This design comes from an exercise in tuning for small area, a short achievable clock period and few clock cycles per item on the open sky130 flow, not from production work. In this exercise RTL edits were held to simulation tests only and were not proved equivalent to the original.

==> flow/design.v, too long to show whole: its modules and the start of the top module <==
// module SNN: 3199 lines
// module snn_pp: 7 lines
// module snn_x2: 7 lines
// module snn_mj: 8 lines
// module snn_fa: 10 lines
// module snn_ha: 9 lines
module SNN(
	clk,
	rst_n,
	in_valid,
	img,
	ker,
	weight,
	out_valid,
	out_data
);
  // ...
==> flow/flow/run.sh <==
#!/bin/bash
# The standard layout (standard.sh), with these changes to how it is made:
#  - the port buffers are buf_4 cells instead of the cell buffer_ports picks
#    by default (a slow delay buffer);
#  - the timing repair steps aim for 12.7 ns of setup slack on the 17 ns
#    clock and may change a cell's footprint, so they size up the gates of
#    the longest paths. The clock, its period and the constraints are
#    unchanged.
set -o pipefail
bash standard.sh \
  BUFFER_PORTS_ARGS="-buffer_cell sky130_fd_sc_hd__buf_4" \
  SETUP_SLACK_MARGIN=12.45 \
  MATCH_CELL_FOOTPRINT=0 \
  finish 2>&1 | tee standard.log
==> flow/standard.sh <==
#!/bin/bash
# synth_recipe.tcl (not shown) runs the flow's synth.tcl, then flattens the netlist and writes it again
# the make line also repeats each setting of config.mk as NAME=value (left out here)
make -C /OpenROAD-flow-scripts/flow DESIGN_CONFIG=/design/flow/config.mk WORK_HOME=/design/flow/orfs CLKGATE_MAP_FILE= SYNTH_SCRIPT=/design/flow/synth_recipe.tcl "${@:-finish}"
==> flow/config.mk <==
export PLATFORM = sky130hd
export DESIGN_NAME = SNN
export DESIGN_NICKNAME = SNN
export VERILOG_FILES = /design/flow/design.v
export SDC_FILE = /design/flow/constraint.sdc
export NUM_CORES = 4
export LEC_CHECK = 0
export CAP_MARGIN = 20
export CORE_MARGIN = 2
export CORE_UTILIZATION = 55
export CTS_BUF_LIST = sky130_fd_sc_hd__clkbuf_16 sky130_fd_sc_hd__clkbuf_8
export SLEW_MARGIN = 20
export SYNTH_HIERARCHICAL = 1
==> flow/constraint.sdc <==
create_clock -name core_clock -period 17.0 [get_ports {clk}]
set_input_delay 3.4000 -clock core_clock [delete_from_list [all_inputs] [get_ports {clk}]]
set_output_delay 3.4000 -clock core_clock [all_outputs]
set_load 0.01 [all_outputs]
==> impl_metrics.ini, run 1 <==
[finish]
num_antenna_cells = 4
regArea_um2 = 11800
area_delta_synth_final_pct = 10.2
design.seq.count = 495
largest_register = conv
largest_reg_flops = 20

[global_route]
grt_pass1_wl_mm = 130

[setup_path]
critPathRequiredTime_ns = 13.60
slowest_delay_ns = 0.39
cp_num_buf_inv = 1

[logic_synthesis]
synth-adder-area-share_pct = 44.2
seq_area_frac_synth_pct = 34.1
synth_commonest_cells = nor2_1, fa_1, dfxtp_1, edfxtp_1, ha_1
synth.area.top_cells = fa_1, dfxtp_1, edfxtp_1
syn-cell-area_um2 = 34700

[timing]
clock_skew_ns = 0.0427
timing.fmax_mhz = 222
slew_violations = 0

[drt]
drt_wl_total_mm = 81.6

[hold_path]
worstHoldPathCells = 0

[place]
dpl-instance-area_um2 = 36100

[run_status]
status = timing/DRC/antenna clean

[cts]
cts-root-buf = clkbuf_16
Testbench counts, summed over its fixed seeds: cycles 14,976, items 192.
==> inputs of run 2 (changes only) <==
--- a/flow/flow/run.sh
+++ b/flow/flow/run.sh
@@ -9,6 +9,6 @@
 set -o pipefail
 bash standard.sh \
   BUFFER_PORTS_ARGS="-buffer_cell sky130_fd_sc_hd__buf_4" \
-  SETUP_SLACK_MARGIN=12.45 \
+  SETUP_SLACK_MARGIN=12.7 \
   MATCH_CELL_FOOTPRINT=0 \
   finish 2>&1 | tee standard.log
--- a/flow/config.mk
+++ b/flow/config.mk
@@ -8,6 +8,6 @@
 export CAP_MARGIN = 20
 export CORE_MARGIN = 2
 export CORE_UTILIZATION = 55
-export CTS_BUF_LIST = sky130_fd_sc_hd__clkbuf_16 sky130_fd_sc_hd__clkbuf_8
+export CTS_BUF_LIST = sky130_fd_sc_hd__clkbuf_8 sky130_fd_sc_hd__clkbuf_4
 export SLEW_MARGIN = 20
 export SYNTH_HIERARCHICAL = 1
==> run 2 against run 1 <==
- setup slack got worse by 0.073 ns
- critical endpoint is now out_data[3]
- maximum frequency down 1.6%
- still clean on timing, DRC and antenna
- core utilization grew 0.91 points
==> impl_metrics.ini, run 2 <==
[setup_path]
crit_fanout = 1
slowest_delay_ns = 0.38
critPathLaunchType = register
cp_num_buf_inv = 1
worstSetupPathDepth = 1
critPathRequiredTime_ns = 13.60
critPathKind = register to output port
slowest_stage = dfrtp_1
worstPathCellList = buf_6
worstSetupEndpointType = output port
crit_family = flip-flops
critPathArrivalTime_ns = 1.19
reg2regPathDepth = 15

[finish]
layout-drive-gt1-share_pct = 13.9
largest_register = conv
area_delta_synth_final_pct = 11.9
post-route-util_pct = 61.9
design_area_um2 = 38800
layout_common_cells = nor2_1, fa_1, dfxtp_1
largest_reg_flops = 20
final_common_cell = nor2_1
nets = 3796

[timing]
worst_slew_pin_slew_ns = 1.14
timing.fmax_mhz = 218
layout_min_cycle_time_ns = 4.59
grt_setup_unrepaired = yes
finalSetupViolations = 0
slew_violations = 0
whs_ns = 0.312
clock_skew_ns = 0.0336
hold_viol = 0
maxSlewHeadroom_pct = 23.2
fin_tns_setup_ns = 0
post-route-period-util_pct = 27.0

[drt]
postRouteAntennaNets = 0
wl_met1_mm = 34.9
top_layer = met4
dr_wl_met3_mm = 4.20
drc_errors = 0
vias_per_cell = 5.50
post_drt_wl_per_cell_um = 21.2
first_iter_violations = 1276
wl_met2_mm = 40.4
first_pass_iters = 5
vias = 21400
drt_wl_total_mm = 82.5

[logic_synthesis]
synthCells = 2776
synth_commonest_cells = nor2_1, fa_1, dfxtp_1, edfxtp_1, ha_1
seq_area_frac_synth_pct = 34.1
async_reset_ff_share_pct = 5.25
yosys.area.top_type = fa_1
yosysMostFrequentCell = nor2_1
synth_edf_count = 179
ys_types = 79
ys.flop_type = dfxtp_1
synth_top_cell_area_share_pct = 35.6
synth-warning-count = 7
syn-cell-area_um2 = 34700
ys_ff_latch = 495
synth.area.top_cells = fa_1, dfxtp_1, edfxtp_1
syn_avg_cell_area_um2 = 12.5

[cts]
cts_buffers = 83
cts-root-buf = clkbuf_8
cts_tree = built
htree_levels = 3
clk_pin_slew_ns = 0.06
cts.sinks = 495
clk_latency_ns = 0.68
max-clock-path-buffers = 3

[run]
drv_cap = 0

[floorplanning]
die_h_um = 255
io_pins = 38
num_rows = 92
start_util_pct = 55.3
die_w_um = 255
coreArea_um2 = 62700
die_area_um2 = 65100

[global_route]
grt_pass1_vias = 23400
grt-ovfl-total = 0
grt_pass1_wl_mm = 131
antenna_found_initial = 6
grt_usage_pct = 26.8
grt_max_degree = 47

[run_status]
status = timing/DRC/antenna clean

[hold_path]
worstHoldPathCells = 0
min_path_type = register to register

[place]
io_buffers = 37
dpl-instance-area_um2 = 36100
globalplace.congestion = 0.891
dp_hpwl_mm = 65.0
run 2: stage by stage:
step,std cells,worst slack [ns]
after floorplan,2800,12.90
after global placement,3678,12.49
after detailed placement,3678,12.50
after CTS,3847,12.35
after global routing,3893,12.36
final,3894,12.41
run 2: worst paths after layout:
path                        startpoint           to  slack (ns)
setup reg to reg               k8_n[0]     conv[18]       12.71
setup / recovery           out_data[3]  out_data[3]       12.41
min in group asynchronous        rst_n  out_data[5]        2.63
hold reg to reg                col1[0]        cc[0]        0.31
max in group asynchronous        rst_n           xv       14.07
hold / removal                 col1[0]        cc[0]        0.31
run 2: final cells by class:
| type | count | area [um^2] |
|---|---|---|
| diodes | 4 | 10.0 |
| clock buffers | 128 | 1580 |
| clock inverters | 28 | 299 |
| fillers | 5029 | 23900 |
| inverters | 115 | 439 |
| multi-input cells | 2179 | 22800 |
| flip-flops and latches | 495 | 11900 |
| well taps | 846 | 1060 |
| repair buffers | 99 | 801 |
run 2: cells by family after synthesis:
| kind of cell | synth area share (%) |
|---|---|
| AOI/OAI and AO/OA | 3.52 |
| xor gates and xnor gates | 5.16 |
| adders and majority gates | 44.2 |
| buffers and inverters | 1.39 |
| DFF | 34.1 |
| muxes | 1.24 |
| other | 0.0216 |
| and+or+nand+nor | 10.4 |
run 2: modules after synthesis (local to each module, per instance):
module	flops+latches	area [um^2]	cells
snn_mj	0	11.3	1
SNN	495	17500	1263
snn_pp	0	3.75	1
snn_x2	0	8.76	1
snn_fa	0	20.0	1
snn_ha	0	12.5	1
run 2: per-layer routing:
layer  up-vias  GRT usage, %
met5         -             0
li1       9510             -
met1     11100          36.5
met2       604          43.5
met3       179          4.37
met4         0          10.6
run 2: repair_timing:
action	in CTS	in global routing
endpoints found under the hold margin	0	0
setup buffers	13	43
pin swaps	1	28
gates resized for setup	23	65
hold buffers	0	0
endpoints found under the setup margin	22	32
==> inputs of run 3 (changes only) <==
--- a/flow/flow/run.sh
+++ b/flow/flow/run.sh
@@ -9,6 +9,6 @@
 set -o pipefail
 bash standard.sh \
   BUFFER_PORTS_ARGS="-buffer_cell sky130_fd_sc_hd__buf_4" \
-  SETUP_SLACK_MARGIN=12.7 \
+  SETUP_SLACK_MARGIN=12.45 \
   MATCH_CELL_FOOTPRINT=0 \
   finish 2>&1 | tee standard.log
--- a/flow/config.mk
+++ b/flow/config.mk
@@ -8,6 +8,8 @@
 export CAP_MARGIN = 20
 export CORE_MARGIN = 2
 export CORE_UTILIZATION = 55
-export CTS_BUF_LIST = sky130_fd_sc_hd__clkbuf_8 sky130_fd_sc_hd__clkbuf_4
+export CTS_BUF_LIST = sky130_fd_sc_hd__clkbuf_16
+export CTS_CLUSTER_DIAMETER = 100
+export CTS_CLUSTER_SIZE = 20
 export SLEW_MARGIN = 20
 export SYNTH_HIERARCHICAL = 1
==> run 3 against run 2 <==
- maximum frequency up 1.0%
- synthesized cell count unchanged
- first-iteration DRC count up 4.6%
- non-clock buffer count down 48
- synthesized area unchanged
- largest cell class unchanged
- still clean
- cell count down 3.8%
- sequential cell count unchanged
==> impl_metrics.ini, run 3 <==
[drt]
postRouteAntennaNets = 0
first_pass_iters = 5
vias_per_cell = 5.56
first_iter_violations = 1335
vias = 20800
drt_wl_total_mm = 80.7
drc_errors = 0
post_drt_wl_per_cell_um = 21.5

[floorplanning]
num_rows = 92
die_area_um2 = 65100
start_util_pct = 55.3
die_h_um = 255
io_pins = 38
coreArea_um2 = 62700
die_w_um = 255

[cts]
cts.sinks = 495
cts_hold_buf = 0
cts-root-buf = clkbuf_16
clk_latency_ns = 0.62
htree_levels = 1
cts_buffers = 31
cts_tree = built
clk_pin_slew_ns = 0.09
max-clock-path-buffers = 3

[place]
globalplace.congestion = 0.891
io_buffers = 37
dpl-instance-area_um2 = 36100
dp_hpwl_mm = 65.0

[finish]
final_common_cell = nor2_1
nets = 3696
largest_reg_flops = 20
largest_register = conv
layout_common_cells = nor2_1, fa_1, dfxtp_1
layout-drive-gt1-share_pct = 7.35
design_area_um2 = 37200
area_delta_synth_final_pct = 7.32

[setup_path]
critPathArrivalTime_ns = 1.14
crit_fanout = 1
critPathRequiredTime_ns = 13.60
cp_num_buf_inv = 1
critPathLaunchType = register
worstPathCellList = buf_6
slowest_stage = dfrtp_1
slowest_delay_ns = 0.39
crit_family = flip-flops
critPathKind = register to output port
worstSetupEndpointType = output port

[timing]
worst_slew_pin_slew_ns = 1.10
clock_skew_ns = 0.0256
timing.fmax_mhz = 220
slew_violations = 0
fin_tns_setup_ns = 0
hold_viol = 0
post-route-period-util_pct = 26.7
maxSlewHeadroom_pct = 26.2
finalSetupViolations = 0
layout_min_cycle_time_ns = 4.54
grt_setup_unrepaired = yes

[logic_synthesis]
yosys.area.top_type = fa_1
ys_types = 79
seq_area_frac_synth_pct = 34.1
yosysMostFrequentCell = nor2_1
syn_avg_cell_area_um2 = 12.5
synthCells = 2776
ys.flop_type = dfxtp_1
synth.area.top_cells = fa_1, dfxtp_1, edfxtp_1
ys_ff_latch = 495
async_reset_ff_share_pct = 5.25
synth_commonest_cells = nor2_1, fa_1, dfxtp_1, edfxtp_1, ha_1
synth_edf_count = 179
synth_top_cell_area_share_pct = 35.6
synth-warning-count = 7
syn-cell-area_um2 = 34700

[run]
drv_cap = 0

[global_route]
grt_pass1_vias = 22700
busiest_layer = met2
grt_max_degree = 47
grt-ovfl-total = 0
grt_usage_pct = 26.2
use_met1_pct = 36.6
gr-usage-met2_pct = 43.3
antenna_found_initial = 5
grt_pass1_wl_mm = 129
grtUsageMet3_pct = 3.14

[run_status]
status = timing/DRC/antenna clean

[hold_path]
min_path_type = register to register
==> run 3: cell counts after synthesis <==
No cell type changed its count.
==> run 3: repair_timing <==
action	4_1_cts	5_1_grt
gates cloned	0	0
setup endpoints to repair	8	19
buffers inserted	0	8
resized for setup	8	13
==> run 3: Yosys stat by module (local to each module, per instance) <==
module  cell area, um^2  flip-flops and latches  cells inside  times used
snn_x2             8.76                       0             1         132
snn_pp             3.75                       0             1         640
snn_fa             20.0                       0             1         599
snn_ha             12.5                       0             1          76
snn_mj             11.3                       0             1          66
SNN               17500                     495          1263           1
==> run 3: per-stage QoR <==
stage          util (%)  setup WS (ns)  hold WS (ns)  cells
2_1_floorplan         -          12.90         0.310   2800
4_1_cts            59.2          12.42         0.326   3736
6_report           59.4          12.46         0.326   3747
3_3_place_gp       57.6          12.49         0.310   3678
5_1_grt            59.4          12.31         0.335   3747
3_5_place_dp       57.6          12.50         0.313   3678
==> run 3: final timing paths <==
kind	start	to	slack (ns)	depth (start not counted)
setup / recovery	out_data[3]	out_data[3]	12.46	1
hold / removal	sr8_n[4]	sr9_n[4]	0.33	0
setup reg to reg	conv[16]	q[7]	12.59	16
hold reg to reg	sr8_n[4]	sr9_n[4]	0.33	0
max in group asynchronous	rst_n	xv	14.02	1
min in group asynchronous	rst_n	out_data[0]	2.68	1
==> run 3: kinds of logic after synthesis <==
group | share of synthesized area, %
DFF | 34.1
buffers and inverters | 1.39
adders and majority gates | 44.2
xor gates and xnor gates | 5.16
muxes | 1.24
and+or+nand+nor | 10.4
AOI/OAI and AO/OA | 3.52
other | 0.0216
==> run 3: final cells by class <==
cell class,instances,area (um^2)
Clock buffer,32,801
Timing Repair Buffer,51,413
Clock inverter,26,149
Antenna cell,3,7.51
Sequential cell,495,11800
Multi-Input combinational cell,2179,22500
Tap cell,846,1060
Fill cell,5153,25500
Inverter,115,432
==> run 3: layer usage <==
metal / vias to the layer above / wire, um
li1: 9273 / -
met1: 10800 / 34600
met2: 583 / 39700
met3: 135 / 3890
met4: 0 / 2510
met5: - / 0
==> inputs of run 4 (changes only) <==
--- a/flow/flow/run.sh
+++ b/flow/flow/run.sh
@@ -2,7 +2,7 @@
 # The standard layout (standard.sh), with these changes to how it is made:
 #  - the port buffers are buf_4 cells instead of the cell buffer_ports picks
 #    by default (a slow delay buffer);
-#  - the timing repair steps aim for 12.7 ns of setup slack on the 17 ns
+#  - the timing repair steps aim for 12.45 ns of setup slack on the 17 ns
 #    clock and may change a cell's footprint, so they size up the gates of
 #    the longest paths. The clock, its period and the constraints are
 #    unchanged.
==> run 4 against run 3 <==
- core utilization unchanged
- critical path depth unchanged
- synthesized cell count unchanged
- register-to-register slack about the same
- non-clock buffer count unchanged
- maximum frequency unchanged
- clock skew unchanged
- still clean
- cell area unchanged
- routed wire length unchanged
- via count unchanged
==> impl_metrics.ini, run 4 <==
[run_status]
status = timing/DRC/antenna clean

[drt]
first_iter_violations = 1335
drt_wl_total_mm = 80.7
postRouteAntennaNets = 0
post_drt_wl_per_cell_um = 21.5
vias = 20800
first_pass_iters = 5
vias_per_cell = 5.56
drc_errors = 0

[finish]
final_common_cell = nor2_1
nets = 3696
largest_register = conv
layout_common_cells = nor2_1, fa_1, dfxtp_1
area_delta_synth_final_pct = 7.32
finalNonFillerCells = 3747
largest_reg_flops = 20
layout-drive-gt1-share_pct = 7.35

[setup_path]
worstSetupPathDepth = 1
worstPathCellList = buf_6
cp_num_buf_inv = 1
reg2reg_to = q[7]
crit_path_start = out_data[3]
crit_fanout = 1
crit_family = flip-flops
critPathLaunchType = register
rrSetupSlack_ns = 12.59
slowest_stage = dfrtp_1
crit_path_end = out_data[3]
timing.rr.start = conv[16]
critPathArrivalTime_ns = 1.14
worstSetupEndpointType = output port
reg2regPathDepth = 16
critPathKind = register to output port
critPathRequiredTime_ns = 13.60
slowest_delay_ns = 0.39

[logic_synthesis]
syn-cell-area_um2 = 34700
synth.area.top_cells = fa_1, dfxtp_1, edfxtp_1
async_reset_ff_share_pct = 5.25
synth_commonest_cells = nor2_1, fa_1, dfxtp_1, edfxtp_1, ha_1
yosysMostFrequentCell = nor2_1
ys.flop_type = dfxtp_1
ys_types = 79
ys_ff_latch = 495
synth-warning-count = 7
syn_avg_cell_area_um2 = 12.5
synth_top_cell_area_share_pct = 35.6
yosys.area.top_type = fa_1
seq_area_frac_synth_pct = 34.1
synthCells = 2776
synth_edf_count = 179

[timing]
layout_min_cycle_time_ns = 4.54
clock_skew_ns = 0.0256
timing.fmax_mhz = 220
slew_violations = 0
grt_setup_unrepaired = yes
maxSlewHeadroom_pct = 26.2
fin_tns_setup_ns = 0
finalSetupViolations = 0
hold_viol = 0
worst_slew_pin_slew_ns = 1.10
post-route-period-util_pct = 26.7

[cts]
clk_latency_ns = 0.62
htree_levels = 1
cts.sinks = 495
max-clock-path-buffers = 3
cts_buffers = 31
cts_tree = built
clk_pin_slew_ns = 0.09
cts-root-buf = clkbuf_16

[floorplanning]
die_area_um2 = 65100
die_w_um = 255
coreArea_um2 = 62700
start_util_pct = 55.3
num_rows = 92
io_pins = 38
die_h_um = 255

[place]
globalplace.congestion = 0.891
place_inst = 3678
io_buffers = 37
dp_hpwl_mm = 65.0

[run]
drv_cap = 0

[global_route]
grt_usage_pct = 26.2
grt_pass1_vias = 22700
antenna_found_initial = 5
grt_max_degree = 47
grt_pass1_wl_mm = 129
grt-ovfl-total = 0

[hold_path]
min_path_type = register to register
## run 4: cell counts in the layout (fill, tap and decap cells not counted)
No cell type changed its count.
## run 4: worst min-delay path by stage
stage	from	endpoint	slack, ns	depth (start not counted)
finish	sr8_n[4]	sr9_n[4]	0.33	0
global route	sr8_n[6]	sr9_n[6]	0.34	0
CTS	sr8_n[6]	sr9_n[6]	0.33	0
detailed placement	sr2_n[0]	sr3_n[0]	0.31	0
global placement	cc[1]	qc[1]	0.31	0
floorplan	col1[0]	cc[0]	0.31	0
## run 4: logic make-up after synthesis
logic type | count (synthesis) | synth area share (%)
adders and majority gates | 862 | 44.2
AOI/OAI and AO/OA | 179 | 3.52
buffers and inverters | 126 | 1.39
muxes | 40 | 1.24
xor gates and xnor gates | 202 | 5.16
other | 2 | 0.0216
and+or+nand+nor | 870 | 10.4
DFF | 495 | 34.1
## run 4: final cells by class
| cell class | instances | area [um^2] |
|---|---|---|
| diodes | 3 | 7.51 |
| clock buffers | 32 | 801 |
| clock inverters | 26 | 149 |
| fillers | 5153 | 25500 |
| inverters | 115 | 432 |
| multi-input cells | 2179 | 22500 |
| flip-flops and latches | 495 | 11800 |
| well taps | 846 | 1060 |
| repair buffers | 51 | 413 |
## run 4: metal layers
layer | up-vias | global-route usage (%) | share of wire (%) | wire, um
li1 | 9273 | - | - | -
met1 | 10800 | 36.6 | 43 | 34600
met2 | 583 | 43.3 | 49 | 39700
met3 | 135 | 3.14 | 4.8 | 3890
met4 | 0 | 8.27 | 3.1 | 2510
met5 | - | 0 | 0 | 0
## run 4: Yosys stat by module (local to each module, per instance)
module | flops+latches | cells inside | copies in the design
snn_pp | 0 | 1 | 640
SNN | 495 | 1263 | 1
snn_fa | 0 | 1 | 599
snn_x2 | 0 | 1 | 132
snn_ha | 0 | 1 | 76
snn_mj | 0 | 1 | 66
## run 4: through the flow
stage	worst slack, ns	util (%)	cell area, um^2	hold slack [ns]
2_1_floorplan	12.90	-	34800	0.310
3_3_place_gp	12.49	57.6	36100	0.310
3_5_place_dp	12.50	57.6	36100	0.313
4_1_cts	12.42	59.2	37100	0.326
5_1_grt	12.31	59.4	37200	0.335
6_report	12.46	59.4	37200	0.326
## run 4: timing repair
action	CTS	global route
setup endpoints to repair	8	19
resized for setup	8	13
hold buffers	0	0
setup buffers	0	8

[port drivers added, routing unchanged]
The flow's constraints put no driver on any port. The routed layouts listed below were extracted and timed again, unchanged, in two steps.
Step 1: set_driving_cell puts a clkbuf_16 on clk and a buf_2 on each other input, an assumption about the parent block.
Step 2 adds t to the input delays and takes it off the output delays; t is the mean of the earliest and latest rising clock arrival at the registers after step 1. Input paths then give back, and output paths get back, about the clock's delay inside the block.
Three values: ideal, step 1, step 2; two values: the first two.
| run | shift t [ns] | slack for setup (ns) | latest minus earliest clock arrival (ns) | pins driven straight from the clock port |
|---|---|---|---|---|
| run 1 | 0.666 | 12.488 / 12.424 / 12.539 | 0.043 / 0.043 | 1 |
| run 2 | 0.734 | 12.415 / 12.350 / 12.543 | 0.041 / 0.041 | 1 |
| run 3 | 0.672 | 12.462 / 12.396 / 12.552 | 0.026 / 0.026 | 1 |
| run 4 | 0.672 | 12.462 / 12.396 / 12.552 | 0.026 / 0.026 | 1 |
After both steps setup and hold are still met in every run listed.
